From an optimization exercise on the open Yosys and OpenROAD flow, aimed at small area; shortcuts taken in it are not production practice. The RTL was checked by simulation tests, not by an equivalence proof against the original design. The flow treats the clock pin as an ideal source, which a real chip does not have.

==> trial 15 <==
==> flow/design.v <==
`timescale 1ns / 1ps
module dual_axis_servo_uart_v5(
    input clk50mhz,
    input rst,
    input uart_rx,
    output reg servo_x,
    output reg servo_y1,
    output servo_y2
);
    reg [12:0] baud;
    reg [8:0]  sr;           
    reg        receiving;
    reg        axis_y;
    reg [7:0]  x_target, y_target;
    reg [7:0]  x_np, y_np;      
    wire [7:0] x_pos = ~x_np, y_pos = ~y_np;
    reg [14:0] sm;           
    reg [7:0]  r;            
    reg [12:0] q;
    wire tick_b = baud[0] & ~baud[1] & baud[3] & ~baud[4] & ~baud[6] & ~baud[7] & baud[8] & ~baud[9] & ~baud[10] & baud[11] & ~baud[12];
    wire data_ready = ~receiving & baud[1];
    always @(posedge clk50mhz) begin
        if (rst)
            receiving <= 0;
        else if (!receiving)
            receiving <= ~uart_rx;
        else if (tick_b & sr[0])
            receiving <= 0;
    end
    always @(posedge clk50mhz) begin
        if (rst | ~receiving) begin
            baud <= 13'd3045;
            sr <= 9'h100;
        end else if (tick_b) begin
            baud <= 13'd871;
            sr <= {uart_rx, sr[8:1]};
        end else
            baud <= {baud[11:0], ~(baud[12] ^ baud[0])};
    end
    always @(posedge clk50mhz) begin
        if (rst) begin
            x_target <= 8'd192;
            y_target <= 8'd192;
            axis_y <= 0;
        end else if (data_ready) begin
            if (!axis_y) x_target <= sr[7:0];
            else y_target <= sr[7:0];
            axis_y <= ~axis_y;
        end
    end
    wire tick_s = sm[0] & sm[1] & sm[2] & sm[3] & sm[4] & sm[5] & sm[6] & sm[8] & sm[10] & sm[12] & sm[14];
    always @(posedge clk50mhz) begin
        if (rst | tick_s) sm <= 15'd15592;
        else sm <= {sm[13:0], ~(sm[14] ^ sm[13])};
    end
    wire [8:0] xlt, xgt, ylt, ygt;      
    wire [8:0] xc, yc;
    assign xlt[0] = 1'b0; assign xgt[0] = 1'b0;
    assign ylt[0] = 1'b0; assign ygt[0] = 1'b0;
    genvar i;
    generate for (i = 0; i < 8; i = i + 1) begin : g_cmp
        assign xlt[i+1] = (~x_pos[i] & x_target[i]) | (~(x_pos[i] ^ x_target[i]) & xlt[i]);
        assign xgt[i+1] = (x_pos[i] & ~x_target[i]) | (~(x_pos[i] ^ x_target[i]) & xgt[i]);
        assign ylt[i+1] = (~y_pos[i] & y_target[i]) | (~(y_pos[i] ^ y_target[i]) & ylt[i]);
        assign ygt[i+1] = (y_pos[i] & ~y_target[i]) | (~(y_pos[i] ^ y_target[i]) & ygt[i]);
    end endgenerate
    assign xc[0] = tick_s & (xlt[8] | xgt[8]);
    assign yc[0] = tick_s & (ylt[8] | ygt[8]);
    generate for (i = 0; i < 8; i = i + 1) begin : g_ud
        assign xc[i+1] = xc[i] & (x_pos[i] ^ xgt[8]);
        assign yc[i+1] = yc[i] & (y_pos[i] ^ ygt[8]);
    end endgenerate
    always @(posedge clk50mhz) begin
        if (rst) begin
            x_np <= ~8'd192;
            y_np <= ~8'd192;
        end else begin
            x_np <= x_np ^ xc[7:0];
            y_np <= y_np ^ yc[7:0];
        end
    end
    wire r_wrap = r[0] & r[1] & r[2] & r[3] & r[5] & r[6];
    wire r_end = r[0] & r[1] & ~r[2] & r[4] & ~r[5] & r[6];
    wire end_frame = q[12] & q[9] & q[8] & q[7] & q[6] & q[5] & q[3] & q[2] & q[1] & r_end;
    wire [13:0] qc;
    assign qc[0] = r_wrap;
    generate for (i = 0; i < 13; i = i + 1) begin : g_q
        assign qc[i+1] = qc[i] & q[i];
    end endgenerate
    always @(posedge clk50mhz) begin
        if (rst | end_frame) begin
            r <= 8'd204;
            q <= 0;
        end else begin
            r <= r_wrap ? 8'd77 : {r[6:0], ~(r[7] ^ r[2])};
            q <= q ^ qc[12:0];
        end
    end
    wire [8:0] xo, yo;
    assign xo[0] = 1'b0; assign yo[0] = 1'b0;
    generate for (i = 0; i < 8; i = i + 1) begin : g_pwm
        assign xo[i+1] = (~q[i] & x_pos[i]) | (~(q[i] ^ x_pos[i]) & xo[i]);
        assign yo[i+1] = (~q[i] & y_pos[i]) | (~(q[i] ^ y_pos[i]) & yo[i]);
    end endgenerate
    wire lo = (q[12:9] == 0);
    always @(posedge clk50mhz) begin
        if (rst) begin
            servo_x <= 0;
            servo_y1 <= 0;
        end else begin
            servo_x  <= lo & (~q[8] | xo[8]);
            servo_y1 <= lo & (~q[8] | yo[8]);
        end
    end
    assign servo_y2 = servo_y1;
endmodule
==> flow/flow/run.sh <==
#!/bin/bash
# Own layout flow:
#  1. the standard synthesis (standard.sh synth), unchanged;
#  2. the combinational logic between its registers is re-mapped by ABC with
#     a few area-oriented scripts, run side by side; the smallest netlist that
#     passes yosys's mapped-design check is kept (the registers, their names
#     and their cell types are left as the standard synthesis made them);
#  3. the standard layout steps from that netlist, with CTS told not to
#     add dummy loads and to use clkbuf_4, after which the clock buffers that
#     drive many sinks are upsized (flow/post_cts.tcl); port buffers are buf_1.
# Each tool writes its full output to a log file of its own in this folder.
set -euo pipefail
R=orfs/results/${FLOW_PLATFORM}/dual_axis_servo_uart_v5/base
LIB=${FLOW_HOME}/platforms/${FLOW_PLATFORM}/lib/sky130_fd_sc_hd__tt_025C_1v80.lib
HERE=$(pwd)

bash standard.sh synth > std_synth.log 2>&1
cp ${R}/1_2_yosys.v std_1_2_yosys.v

i=0
while IFS= read -r S; do
  [ -z "$S" ] && continue
  i=$((i+1))
  mkdir -p resyn${i}
  echo "$S" > resyn${i}/script.abc
  sed -e "s#@LIB@#${LIB}#g" -e "s#@IN@#${HERE}/std_1_2_yosys.v#" \
      -e "s#@OUT@#${HERE}/resyn${i}/out.v#" -e "s#@ABC@#${HERE}/resyn${i}/script.abc#" \
      -e "s#@STAT@#${HERE}/resyn${i}/stat.txt#" flow/resynth.ys > resyn${i}/resynth.ys
  (yosys -s resyn${i}/resynth.ys > resyn${i}.log 2>&1 || true) &
done < flow/abc_scripts.txt
wait

best=""; best_area=""
for d in resyn*/; do
  d=${d%/}
  [ -f ${d}/out.v ] && [ -f ${d}/stat.txt ] || continue
  a=$(grep 'Chip area' ${d}/stat.txt | awk '{print $NF}' || true)
  [ -n "$a" ] || continue
  if [ -z "$best" ] || awk -v a="$a" -v b="$best_area" 'BEGIN{exit !(a < b)}'; then
    best=$d; best_area=$a
  fi
done
echo "standard synthesis: $(grep 'Chip area' orfs/reports/${FLOW_PLATFORM}/dual_axis_servo_uart_v5/base/synth_stat.txt | awk '{print $NF}' || true)" > resyn_choice.log
for d in resyn*/; do echo "${d%/}: $(grep 'Chip area' ${d}stat.txt 2>/dev/null | awk '{print $NF}' || true)" >> resyn_choice.log; done
if [ -n "$best" ]; then
  echo "kept: $best ($best_area)" >> resyn_choice.log
  cp ${best}/out.v ${R}/1_2_yosys.v
  rm -f ${R}/1_synth.odb ${R}/1_synth.sdc
  bash standard.sh synth > odb.log 2>&1
else
  echo "kept: standard synthesis" >> resyn_choice.log
fi

bash standard.sh \
  "CTS_ARGS=-sink_clustering_enable -repair_clock_nets -dont_use_dummy_load -buf_list sky130_fd_sc_hd__clkbuf_4" \
  "POST_CTS_TCL=${HERE}/flow/post_cts.tcl" \
  "BUFFER_PORTS_ARGS=-buffer_cell sky130_fd_sc_hd__buf_1" \
  finish > layout.log 2>&1
==> flow/flow/abc_scripts.txt <==
strash; &get -n; &deepsyn -T 60; &nf -R 1000; &put
strash; &get -n; &deepsyn -T 60; &put; dch -f; map -a; strash; dc2; dch -f; &get -n; &nf -R 1000; &put
strash; &get -n; &deepsyn -T 60 -S 7; &put; dch -f; amap
strash; dc2; dch -f; map -a; strash; dc2; dch -f; &get -n; &nf -R 1000; &put
==> flow/flow/post_cts.tcl <==
# Upsize the clock buffers that drive many sinks, so that every flip-flop
# clock pin keeps a fast slew; the others stay small.
set resized 0
foreach inst [get_cells *] {
  if { [get_property $inst ref_name] == "sky130_fd_sc_hd__clkbuf_4" } {
    set out [get_pins -of_objects $inst -filter "direction == output"]
    set net [get_nets -of_objects $out]
    set n [llength [get_pins -of_objects $net -filter "direction == input"]]
    if { $n >= 12 } {
      replace_cell $inst sky130_fd_sc_hd__clkbuf_8
      incr resized
    }
  }
}
puts "post_cts: resized $resized clock buffers"
if { $resized > 0 } {
  detailed_placement
  check_placement -verbose
}
==> flow/flow/resynth.ys <==
# Re-map the combinational logic of the standard synthesis's netlist.
# Liberty cells are read with their functions; the flip-flop cells are kept as
# black boxes, so the registers keep their instances, names and cell types.
read_liberty -ignore_miss_func @LIB@
blackbox sky130_fd_sc_hd__df* sky130_fd_sc_hd__edf* sky130_fd_sc_hd__sdf* sky130_fd_sc_hd__sedf* sky130_fd_sc_hd__dl*
read_verilog @IN@
hierarchy -top dual_axis_servo_uart_v5
flatten
opt -purge
abc -liberty @LIB@ -dont_use *probe* -dont_use *lpflow* -script @ABC@
opt_clean -purge
hilomap -singleton -hicell sky130_fd_sc_hd__conb_1 HI -locell sky130_fd_sc_hd__conb_1 LO
insbuf -buf sky130_fd_sc_hd__buf_4 A X
read_liberty -lib @LIB@
tee -o @STAT@ stat -liberty @LIB@
check -assert -mapped
write_verilog -noattr -nohex -nodec @OUT@
==> flow/standard.sh <==
#!/bin/bash
# synth_recipe.tcl (not shown) runs the flow's synth.tcl, then flattens the netlist and writes it again
# the make line also repeats each setting of config.mk as NAME=value (left out here)
make -C /OpenROAD-flow-scripts/flow DESIGN_CONFIG=/design/flow/config.mk WORK_HOME=/design/flow/orfs CLKGATE_MAP_FILE= SYNTH_SCRIPT=/design/flow/synth_recipe.tcl "${@:-finish}"
==> flow/config.mk <==
export PLATFORM = sky130hd
export DESIGN_NAME = dual_axis_servo_uart_v5
export DESIGN_NICKNAME = dual_axis_servo_uart_v5
export VERILOG_FILES = /design/flow/design.v
export SDC_FILE = /design/flow/constraint.sdc
export NUM_CORES = 4
export LEC_CHECK = 0
export CAP_MARGIN = 0
export CORE_MARGIN = 2
export CORE_UTILIZATION = 80
export GPL_TIMING_DRIVEN = 0
export PLACE_DENSITY = 0.85
export SLEW_MARGIN = 0
==> flow/constraint.sdc <==
create_clock -name core_clock -period 20.0 [get_ports {clk50mhz}]
set_input_delay 4.0000 -clock core_clock [delete_from_list [all_inputs] [get_ports {clk50mhz}]]
set_output_delay 4.0000 -clock core_clock [all_outputs]
set_load 0.01 [all_outputs]
==> trial 43: changes against trial 15 <==
==> flow/design.v, changed modules only <==
module dual_axis_servo_uart_v5(
    input clk50mhz,
    input rst,
    input uart_rx,
    output reg servo_x,
    output reg servo_y1,
    output servo_y2
);
    reg [12:0] baud;
    reg [8:0]  sr;           
    reg        receiving;
    reg        axis_y;
    reg [7:0]  x_target, y_target;
    reg [7:0]  x_np, y_np;      
    wire [7:0] x_pos = ~x_np, y_pos = ~y_np;
    reg [14:0] sm;           
    reg [7:0]  r;            
    reg [11:0] q;            
    wire tick_b = baud[0] & ~baud[1] & baud[3] & ~baud[4] & ~baud[6] & ~baud[7] & baud[8] & ~baud[9] & ~baud[10] & baud[11] & ~baud[12];
    wire data_ready = ~receiving & baud[1];
    always @(posedge clk50mhz) begin
        if (rst)
            receiving <= 0;
        else if (!receiving)
            receiving <= ~uart_rx;
        else if (tick_b & sr[0])
            receiving <= 0;
    end
    always @(posedge clk50mhz) begin
        if (rst | ~receiving) begin
            baud <= 13'd3045;
            sr <= 9'h100;
        end else if (tick_b) begin
            baud <= 13'd871;
            sr <= {uart_rx, sr[8:1]};
        end else
            baud <= {baud[11:0], ~(baud[12] ^ baud[0])};
    end
    always @(posedge clk50mhz) begin
        if (rst) begin
            x_target <= 8'd192;
            y_target <= 8'd192;
            axis_y <= 0;
        end else if (data_ready) begin
            if (!axis_y) x_target <= sr[7:0];
            else y_target <= sr[7:0];
            axis_y <= ~axis_y;
        end
    end
    wire tick_s = sm[0] & sm[1] & sm[2] & sm[3] & sm[4] & sm[5] & sm[6] & sm[8] & sm[10] & sm[12] & sm[14];
    always @(posedge clk50mhz) begin
        if (rst | tick_s) sm <= 15'd15592;
        else sm <= {sm[13:0], ~(sm[14] ^ sm[13])};
    end
    wire [8:0] xlt, xgt, ylt, ygt;      
    wire [8:0] xc, yc;
    assign xlt[0] = 1'b0; assign xgt[0] = 1'b0;
    assign ylt[0] = 1'b0; assign ygt[0] = 1'b0;
    genvar i;
    generate for (i = 0; i < 8; i = i + 1) begin : g_cmp
        assign xlt[i+1] = (~x_pos[i] & x_target[i]) | (~(x_pos[i] ^ x_target[i]) & xlt[i]);
        assign xgt[i+1] = (x_pos[i] & ~x_target[i]) | (~(x_pos[i] ^ x_target[i]) & xgt[i]);
        assign ylt[i+1] = (~y_pos[i] & y_target[i]) | (~(y_pos[i] ^ y_target[i]) & ylt[i]);
        assign ygt[i+1] = (y_pos[i] & ~y_target[i]) | (~(y_pos[i] ^ y_target[i]) & ygt[i]);
    end endgenerate
    assign xc[0] = tick_s & (xlt[8] | xgt[8]);
    assign yc[0] = tick_s & (ylt[8] | ygt[8]);
    generate for (i = 0; i < 8; i = i + 1) begin : g_ud
        assign xc[i+1] = xc[i] & (x_pos[i] ^ xgt[8]);
        assign yc[i+1] = yc[i] & (y_pos[i] ^ ygt[8]);
    end endgenerate
    always @(posedge clk50mhz) begin
        if (rst) begin
            x_np <= ~8'd192;
            y_np <= ~8'd192;
        end else begin
            x_np <= x_np ^ xc[7:0];
            y_np <= y_np ^ yc[7:0];
        end
    end
    wire r_wrap = r[1] & r[2] & r[3] & r[4] & r[5] & r[6] & r[7];
    wire r_end = r[0] & r[1] & r[2] & ~r[3] & ~r[5] & ~r[6] & r[7];
    wire end_frame = q[11] & q[10] & q[9] & q[8] & q[7] & q[6] & q[3] & r_end;    
    wire lo = ~q[11] & ~q[10] & ~q[9];                                             
    wire [12:0] qc;
    assign qc[0] = r_wrap;
    generate for (i = 0; i < 12; i = i + 1) begin : g_q
        assign qc[i+1] = qc[i] & q[i];
    end endgenerate
    always @(posedge clk50mhz) begin
        if (rst | end_frame) begin
            r <= 8'd61;
            q <= 0;
        end else begin
            r <= (r_wrap & lo) ? 8'd74 : {r[6:0], ~(r[7] ^ r[5] ^ r[4] ^ r[3])};
            q <= q ^ qc[11:0];
        end
    end
    wire [8:0] xo, yo;
    assign xo[0] = 1'b0; assign yo[0] = 1'b0;
    generate for (i = 0; i < 8; i = i + 1) begin : g_pwm
        assign xo[i+1] = (~q[i] & x_pos[i]) | (~(q[i] ^ x_pos[i]) & xo[i]);
        assign yo[i+1] = (~q[i] & y_pos[i]) | (~(q[i] ^ y_pos[i]) & yo[i]);
    end endgenerate
    always @(posedge clk50mhz) begin
        if (rst) begin
            servo_x <= 0;
            servo_y1 <= 0;
        end else begin
            servo_x  <= lo & (~q[8] | xo[8]);
            servo_y1 <= lo & (~q[8] | yo[8]);
        end
    end
    assign servo_y2 = servo_y1;
endmodule
==> flow/flow/abc_scripts.txt (replaced) <==
strash; &get -n; &deepsyn -T 60; &nf -R 1000; &put
strash; &get -n; &deepsyn -T 60 -S 3; &nf -R 1000; &put
strash; &get -n; &deepsyn -T 60; &put; dch -f; map -a; strash; dc2; dch -f; &get -n; &nf -R 1000; &put
strash; &get -n; &deepsyn -T 60 -S 7; &put; dch -f; amap
--- a/flow/flow/post_cts.tcl
+++ b/flow/flow/post_cts.tcl
@@ -6,8 +6,8 @@
     set out [get_pins -of_objects $inst -filter "direction == output"]
     set net [get_nets -of_objects $out]
     set n [llength [get_pins -of_objects $net -filter "direction == input"]]
-    if { $n >= 12 } {
-      replace_cell $inst sky130_fd_sc_hd__clkbuf_8
+    if { $n >= 11 } {
+      replace_cell $inst sky130_fd_sc_hd__buf_6
       incr resized
     }
   }
--- a/flow/flow/resynth.ys
+++ b/flow/flow/resynth.ys
@@ -10,7 +10,7 @@
 abc -liberty @LIB@ -dont_use *probe* -dont_use *lpflow* -script @ABC@
 opt_clean -purge
 hilomap -singleton -hicell sky130_fd_sc_hd__conb_1 HI -locell sky130_fd_sc_hd__conb_1 LO
-insbuf -buf sky130_fd_sc_hd__buf_4 A X
+insbuf -buf sky130_fd_sc_hd__buf_1 A X
 read_liberty -lib @LIB@
 tee -o @STAT@ stat -liberty @LIB@
 check -assert -mapped
Settings changed: CORE_ASPECT_RATIO set to 0.7.
==> impl_metrics.yaml <==
status:
  status: "timing/DRC/antenna clean"
critical_path:
  r2r_setup_slack_ps: 16750
floorplan:
  initial_utilization_pct: 81.8
drt:
  met1_length_mm: 3.14
  wl_met2_mm: 3.84
-- figures above: trial 15

==> impl_metrics.yaml <==
drt:
  wl_met2_mm: 3.47
  met1_length_mm: 3.35
status:
  status: "timing/DRC/antenna clean"
yosys:
  avgSynthCellArea_um2: 9.52
hold_path:
  whs_path_depth: 1
layout:
  layout.cells.non_filler: 435
floorplan:
  initial_utilization_pct: 81.6
  io_pins: 6
critical_path:
  r2r_setup_slack_ps: 17480
-- figures above: trial 43

==> separate check: timing with driven ports <==
The results above use ideal ports. As a check the final layouts listed here were re-extracted and re-timed, cells and wires unchanged. Step 1, drivers: a clkbuf_16 drives clk50mhz and a buf_2 each remaining input, both assumed. Step 2, shift: input delay + t, output delay - t, t = (earliest + latest rising clock arrival at the registers) / 2. This alone moves slack from input paths to output paths. Three values: ideal ports, drivers, drivers and shift; two values: the first two.
run	t, ns	setup slack, ns	latest minus earliest clock arrival (ns)	worst data-port slew with drivers (ns)
trial 15	0.441	14.065 / 14.072 / 13.632	0.045 / 0.045	0.03
trial 43	0.447	13.444 / 13.436 / 12.989	0.062 / 0.062	0.03
After both steps setup and hold are still met in every run listed. The setup slack of trial 43, which loses most, moves by -0.008 ns with the drivers and by -0.455 ns with both steps.
